This is an optimization exercise on Yosys and OpenROAD, whose aim is small area and a short achievable clock period, not a production implementation. In this exercise RTL edits were held to simulation tests only and were not proved equivalent to the original.

== 10-28 ==
==> flow/design.v <==
module add32 (
    input  [31:0] an,
    input  [31:0] b,
    input         ci,
    output [31:0] s,
    output        co,
    output [31:0] x,       
    output [31:0] gg,      
    output [31:0] tt       
);
  wire [31:0] a  = ~an;
  wire [31:0] p0 = a ^ b;
  wire [31:0] g0 = (a & b) | {31'b0, p0[0] & ci};
  wire [31:0] g [0:5];
  wire [31:0] p [0:5];
  assign g[0] = g0;
  assign p[0] = p0;
  genvar l, i;
  generate
    for (l = 0; l < 5; l = l + 1) begin : lv
      for (i = 0; i < 32; i = i + 1) begin : bt
        if ((i >> l) & 1) begin : m
          localparam integer J = ((i >> l) << l) - 1;
          assign g[l+1][i] = g[l][i] | (p[l][i] & g[l][J]);
          assign p[l+1][i] = p[l][i] & p[l][J];
        end else begin : t
          assign g[l+1][i] = g[l][i];
          assign p[l+1][i] = p[l][i];
        end
      end
    end
  endgenerate
  assign s  = p0 ^ {g[5][30:0], ci};
  assign co = g[5][31];
  assign x  = p0;
  assign gg = g0;
  assign tt = a | b;
endmodule
module add32f (
    input  [31:0] an,
    input  [31:0] b,
    input         ci,
    output [31:0] s,
    output        co
);
  wire [31:0] a  = ~an;
  wire [31:0] x  = a ^ b;
  wire [31:0] g [0:5];
  wire [31:0] t [0:5];
  assign g[0] = {a[31:1] & b[31:1], (a[0] & b[0]) | (x[0] & ci)};
  assign t[0] = a | b;
  genvar l, i;
  generate
    for (l = 0; l < 5; l = l + 1) begin : lv
      for (i = 0; i < 32; i = i + 1) begin : bt
        localparam FIN = (i < (2 << l));
        if (i >= (1 << l)) begin : m
          localparam integer J = i - (1 << l);
          if (l % 2 == 0 && FIN) begin : ag
            pfx_aoi_g u (.gi(g[l][i]), .ti(t[l][i]), .gj(g[l][J]), .y(g[l+1][i]));
            assign t[l+1][i] = 1'b0;
          end else if (l % 2 == 0) begin : agt
            pfx_aoi_gt u (.gi(g[l][i]), .ti(t[l][i]), .gj(g[l][J]), .tj(t[l][J]),
                          .gy(g[l+1][i]), .ty(t[l+1][i]));
          end else if (FIN) begin : og
            pfx_oai_g u (.gi(g[l][i]), .ti(t[l][i]), .gj(g[l][J]), .y(g[l+1][i]));
            assign t[l+1][i] = 1'b0;
          end else begin : ogt
            pfx_oai_gt u (.gi(g[l][i]), .ti(t[l][i]), .gj(g[l][J]), .tj(t[l][J]),
                          .gy(g[l+1][i]), .ty(t[l+1][i]));
          end
        end else begin : p
          pfx_inv ug (.a(g[l][i]), .y(g[l+1][i]));
          assign t[l+1][i] = 1'b0;
        end
      end
    end
  endgenerate
  assign s  = ~(x ^ {g[5][30:0], ~ci});
  assign co = ~g[5][31];
endmodule
module pfx_aoi_g (input gi, ti, gj, output y);
  assign y = ~(gi | (ti & gj));
endmodule
module pfx_aoi_gt (input gi, ti, gj, tj, output gy, ty);
  assign gy = ~(gi | (ti & gj));
  assign ty = ~(ti & tj);
endmodule
module pfx_oai_g (input gi, ti, gj, output y);
  assign y = ~(gi & (ti | gj));
endmodule
module pfx_oai_gt (input gi, ti, gj, tj, output gy, ty);
  assign gy = ~(gi & (ti | gj));
  assign ty = ~(ti | tj);
endmodule
module pfx_inv (input a, output y);
  assign y = ~a;
endmodule
module riscv_sc_top (
    input         clk,
    input         rst,
    output [31:0] imem_addr,
    input  [31:0] imem_data,
    output        dmem_re,
    output [3:0]  dmem_wmask,
    output [31:0] dmem_addr,
    output [31:0] dmem_wdata,
    input  [31:0] dmem_rdata
);
  wire [31:0] ins = imem_data;
  wire [4:0]  op  = ins[6:2];
  wire [2:0]  f3  = ins[14:12];
  wire        b30 = ins[30];
  wire [4:0]  rs1 = ins[19:15];
  wire [4:0]  rs2 = ins[24:20];
  wire [4:0]  rd  = ins[11:7];
  wire is_op    = op == 5'b01100;
  wire is_opimm = op == 5'b00100;
  wire is_load  = op == 5'b00000;
  wire is_store = op == 5'b01000;
  wire is_br    = op == 5'b11000;
  wire is_jalop = op == 5'b11011;
  wire is_jalrop= op == 5'b11001;
  wire is_lui   = op == 5'b01101;
  wire is_auipc = op == 5'b00101;
  wire arith    = (is_op | is_opimm) & ~b30;          
  wire f_sub    = is_op & b30 & (f3 == 3'b000);
  wire f_sra    = (is_op | is_opimm) & b30 & (f3 == 3'b101);
  wire f_sll    = arith & (f3 == 3'b001);
  wire f_slt    = arith & (f3[2:1] == 2'b01);         
  wire f_xor    = arith & (f3 == 3'b100);
  wire f_srl    = arith & (f3 == 3'b101);
  wire f_or     = arith & (f3 == 3'b110);
  wire f_and    = arith & (f3 == 3'b111);
  wire f_br     = is_br & (f3[2:1] != 2'b01);
  wire f_shift  = f_sll | f_srl | f_sra;
  wire ld_b     = is_load & ~b30 & (f3 == 3'b000);
  wire ld_h     = is_load & ~b30 & (f3 == 3'b001);
  wire ld_w     = is_load & ~b30 & (f3 == 3'b010);
  wire ld_bu    = is_load & ~b30 & (f3 == 3'b110);
  wire ld_hu    = is_load & ~b30 & (f3 == 3'b101);
  wire ld       = ld_b | ld_h | ld_w | ld_bu | ld_hu;
  wire st_b     = is_store & ~b30 & (f3 == 3'b000);
  wire st_h     = is_store & ~b30 & (f3 == 3'b001);
  wire st_w     = is_store & ~b30 & (f3 == 3'b010);
  wire jal      = is_jalop & ~b30 & (f3 == 3'b000);
  wire jalrev   = is_jalop &  b30 & (f3 == 3'b111);
  wire jalr     = is_jalrop & ~b30 & (f3 == 3'b000);
  wire use_imm  = is_lui | is_auipc | jal | jalrev | jalr | ld | st_b | st_h | st_w
                | (is_opimm & (~b30 | (f3 == 3'b000) | (f3 == 3'b101)));
  wire i11 = ins[1:0] == 2'b11;
  wire im_i = i11 & (is_opimm | is_load | is_jalrop);
  wire im_s = i11 & is_store;
  wire im_b = i11 & is_br;
  wire im_u = i11 & (is_lui | is_auipc);
  wire im_j = i11 & is_jalop;
  wire [31:0] imm =
      ({32{im_i}} & {{20{ins[31]}}, ins[31:20]})
    | ({32{im_s}} & {{20{ins[31]}}, ins[31:25], ins[11:7]})
    | ({32{im_b}} & {{20{ins[31]}}, ins[7], ins[30:25], ins[11:8], 1'b0})
    | ({32{im_u}} & {ins[31:12], 12'b0})
    | ({32{im_j}} & {{12{ins[31]}}, ins[19:12], ins[20], ins[30:21], 1'b0});
  reg  [31:0] pc;
  reg  [31:0] rf [1:31];
  reg  [31:1] vld;
  wire [31:0] wd;
  wire [31:1] we;
  wire [31:1] s1, s2;
  wire [32*32-1:0] rfv;
  assign rfv[31:0] = 32'b0;
  genvar g;
  generate
    for (g = 1; g < 32; g = g + 1) begin : word
      assign we[g] = rd == g;
      always @(posedge clk)
        if (we[g]) rf[g] <= wd;
      assign rfv[g*32 +: 32] = rf[g];
    end
  endgenerate
  always @(posedge clk or posedge rst)
    if (rst) vld <= 31'b0;
    else     vld <= vld | we;
  rs_dec dc1 (.r(rs1), .v(vld), .s(s1));
  rs_dec dc2 (.r(rs2), .v(vld), .s(s2));
  wire [31:0] ra_n, ra_n2, rb_n;
  rf_read rd1 (.s(s1), .d(rfv), .qn(ra_n), .qn2(ra_n2));
  rf_read rd2 (.s(s2), .d(rfv), .qn(rb_n), .qn2());
  wire [31:0] ra = ~ra_n2;
  wire [31:0] rb = ~rb_n;
  wire [32:0] sumi;
  add32f addi_u (.an(ra_n), .b(imm), .ci(1'b0), .s(sumi[31:0]), .co(sumi[32]));
  wire [31:0] jt    = {sumi[31:2] + 30'd1, sumi[1:0]};    
  wire [31:0] B     = use_imm ? imm : rb;
  wire        subr  = f_sub | f_slt | f_br;
  wire [32:0] sumr;
  wire [31:0] xr, gr, tr;
  add32 addr_u (.an(ra_n2), .b(B ^ {32{subr}}), .ci(subr), .s(sumr[31:0]), .co(sumr[32]),
                .x(xr), .gg(gr), .tt(tr));
  wire        ltu_r = ~sumr[32];
  wire        lts   = (ra[31] ^ rb[31]) ? ra[31] : ltu_r;
  wire        eq    = &xr;                  
  wire        cnd   = f3[2] ? (f3[1] ? ltu_r : lts) : eq;
  wire        taken = f_br & (cnd ^ f3[0]);
  function [31:0] rev32;
    input [31:0] v;
    integer j;
    begin
      for (j = 0; j < 32; j = j + 1) rev32[j] = v[31 - j];
    end
  endfunction
  wire [31:0] sh_in  = f_sll ? rev32(ra) : ra;
  wire [63:0] sh_ext = {{32{f_sra & ra[31]}}, sh_in};
  wire [63:0] sh_r   = sh_ext >> B[4:0];
  wire [31:0] sh_out = f_sll ? rev32(sh_r[31:0]) : sh_r[31:0];
  wire [31:0] ldv =
      ld_w ? dmem_rdata :
      (ld_h | ld_hu) ? {{16{ld_h & dmem_rdata[15]}}, dmem_rdata[15:0]} :
                       {{24{ld_b & dmem_rdata[7]}}, dmem_rdata[7:0]};
  wire [20:0] tim    = ({21{im_b}} & {{9{ins[31]}}, ins[7], ins[30:25], ins[11:8], 1'b0})
                     | ({21{im_j}} & {ins[31], ins[19:12], ins[20], ins[30:21], 1'b0});
  wire [31:0] pc_imm = pc + {{11{tim[20]}}, tim};
  wire [31:0] pc4    = pc + 32'd4;
  wire other   = is_lui | jal | jalr | ld | f_shift | f_xor | f_or | f_and | f_slt | f_br;
  wire sel_si  = ~other & use_imm;
  wire sel_sr  = ~other & ~use_imm;
  wire slt_v   = f_slt & ltu_r;
  assign wd = ({32{is_lui}} & imm)
            | ({32{taken}} & pc_imm)
            | ({32{jal | jalr}} & pc)
            | ({32{ld}} & ldv)
            | ({32{f_shift}} & sh_out)
            | ({32{f_xor}} & xr)
            | ({32{f_or}} & tr)
            | ({32{f_and}} & gr)
            | {31'b0, slt_v}
            | ({32{sel_si}} & sumi[31:0])
            | ({32{sel_sr}} & sumr[31:0]);
  wire [31:0] pc_next = (taken | jal | jalrev) ? pc_imm :
                        jalr ? jt : pc4;
  always @(posedge clk or posedge rst)
    if (rst) pc <= 32'b0;
    else     pc <= pc_next;
  assign imem_addr  = pc;
  assign dmem_re    = ld;
  assign dmem_wmask = st_w ? 4'b1111 : st_h ? 4'b0011 : st_b ? 4'b0001 : 4'b0000;
  assign dmem_addr  = sumi[31:0];
  assign dmem_wdata = rb;
endmodule
module rf_read (
    input  [31:1]        s,
    input  [32*32-1:0]   d,
    output [31:0]        qn,
    output [31:0]        qn2
);
  genvar b, j;
  generate
    for (b = 0; b < 32; b = b + 1) begin : bt
      wire [10:0] n;
      wire [2:0]  p;
      for (j = 0; j < 10; j = j + 1) begin : grp
        rf_aoi222 u (
          .a0(s[3*j+1]), .b0(d[(3*j+1)*32+b]),
          .a1(s[3*j+2]), .b1(d[(3*j+2)*32+b]),
          .a2(s[3*j+3]), .b2(d[(3*j+3)*32+b]),
          .y(n[j]));
      end
      assign n[10] = ~(s[31] & d[31*32+b]);
      rf_nand4 o0 (.a(n[3:0]), .y(p[0]));
      rf_nand4 o1 (.a(n[7:4]), .y(p[1]));
      rf_nand4 o2 (.a({1'b1, n[10:8]}), .y(p[2]));
      rf_nor3  f1 (.a(p), .y(qn[b]));
      rf_nor3  f2 (.a(p), .y(qn2[b]));
    end
  endgenerate
endmodule
module rf_aoi222 (input a0, b0, a1, b1, a2, b2, output y);
  assign y = ~((a0 & b0) | (a1 & b1) | (a2 & b2));
endmodule
module rf_nand4 (input [3:0] a, output y);
  assign y = ~&a;
endmodule
module rf_nor3 (input [2:0] a, output y);
  assign y = ~|a;
endmodule
module rs_dec (
    input  [4:0]  r,
    input  [31:1] v,
    output [31:1] s
);
  wire [3:0] lo;
  wire [7:0] hi;
  rs_dec2 dl (.a(r[1:0]), .y(lo));
  rs_dec3 dh (.a(r[4:2]), .y(hi));
  genvar g;
  generate
    for (g = 1; g < 32; g = g + 1) begin : w
      rs_and3 u (.a(lo[g % 4]), .b(hi[g / 4]), .c(v[g]), .y(s[g]));
    end
  endgenerate
endmodule
module rs_dec2 (input [1:0] a, output [3:0] y);
  assign y = 4'b1 << a;
endmodule
module rs_dec3 (input [2:0] a, output [7:0] y);
  assign y = 8'b1 << a;
endmodule
module rs_and3 (input a, b, c, output y);
  assign y = a & b & c;
endmodule
Settings: LEC_CHECK=0, CAP_MARGIN=20, CORE_MARGIN=2, CORE_UTILIZATION=55, PLACE_DENSITY=0.65, SETUP_SLACK_MARGIN=2.6, SLEW_MARGIN=20, SYNTH_HIERARCHICAL=1, TNS_END_PERCENT=5; clock period 11.0 ns.
run.sh (not shown) runs the stock make flow with config.mk's settings and CLKGATE_MAP_FILE= SYNTH_SCRIPT=/design/flow/synth_recipe.tcl, a recipe that flattens the netlist after the stock synthesis.
Here is what was changed in the inputs of 11-09 compared with 10-28.
--- a/flow/design.v
+++ b/flow/design.v
@@ -188,7 +188,8 @@
   wire [31:0] ra = ~ra_n2;
   wire [31:0] rb = ~rb_n;
+  wire [12:0] ij4   = {ins[31], ins[31:20]} + 13'd4;      
+  wire [31:0] immx  = ~jalr ? imm : i11 ? {{19{ij4[12]}}, ij4} : 32'd4;
   wire [32:0] sumi;
-  add32f addi_u (.an(ra_n), .b(imm), .ci(1'b0), .s(sumi[31:0]), .co(sumi[32]));
-  wire [31:0] jt    = {sumi[31:2] + 30'd1, sumi[1:0]};    
+  add32f addi_u (.an(ra_n), .b(immx), .ci(1'b0), .s(sumi[31:0]), .co(sumi[32]));
   wire [31:0] B     = use_imm ? imm : rb;
   wire        subr  = f_sub | f_slt | f_br;
@@ -237,5 +238,5 @@
             | ({32{sel_sr}} & sumr[31:0]);
   wire [31:0] pc_next = (taken | jal | jalrev) ? pc_imm :
-                        jalr ? jt : pc4;
+                        jalr ? sumi[31:0] : pc4;
   always @(posedge clk or posedge rst)
     if (rst) pc <= 32'b0;
==> results.txt <==
Looking at the reports, 11-09 completed the entire flow and the layout it produced met the timing, DRC and antenna checks. Compared with 10-28, 11-09 shows a mean cell area of the mapped netlist that is about 2% higher. Compared with 10-28, 11-09 degrades first-iteration DRC count. 11-09 vs. 10-28: cell area fell by 270 µm², ratio of final minimum period to clock period went up. Cells: 11-09 has fewer instances than 10-28. Compared to 10-28, the router laid down more metal wire for 11-09. 11-09 gives more number of antenna violations at the first check in global routing than 10-28 did. 11-09: synthesized instance count lower than 10-28. Summary of 11-09 over 10-28: detailed-route vias per instance went up 2.2%; data arrival time at the worst-slack endpoint went down 2.47 ns. Fraction of area in non-clock buffers (higher): 11-09. Compared with 10-28, 11-09 shows via count higher by about 0.9%. Highest clock frequency the design can meet deteriorates in 11-09 relative to 10-28.

-- re-timing with driven ports --
In the flow no input, the clock included, has a driving cell. The finished layouts below were timed again as built, in two steps. Step 1: set_driving_cell puts a clkbuf_16 on clk and a buf_2 on each other input, an assumption about the parent block. Step 2, shift: input delay + t, output delay - t, t = (earliest + latest rising clock arrival at the registers) / 2. This alone moves slack from input paths to output paths. Three values: ideal ports, drivers, drivers and shift; two values: the first two.
run | t, ns | setup slack, ns | worst hold slack (ns) | worst slew at a driven data input, ns
10-28 | 0.788 | 2.455 / 2.395 / 1.704 | 0.504 / 0.504 / 0.504 | 0.11
11-09 | 0.799 | 2.281 / 2.239 / 1.596 | 0.487 / 0.487 / 0.487 | 0.13
After both steps every run listed still meets setup and hold. For 10-28, which loses most, drivers alone change the setup slack by -0.060 ns; drivers and shift together by -0.751 ns.
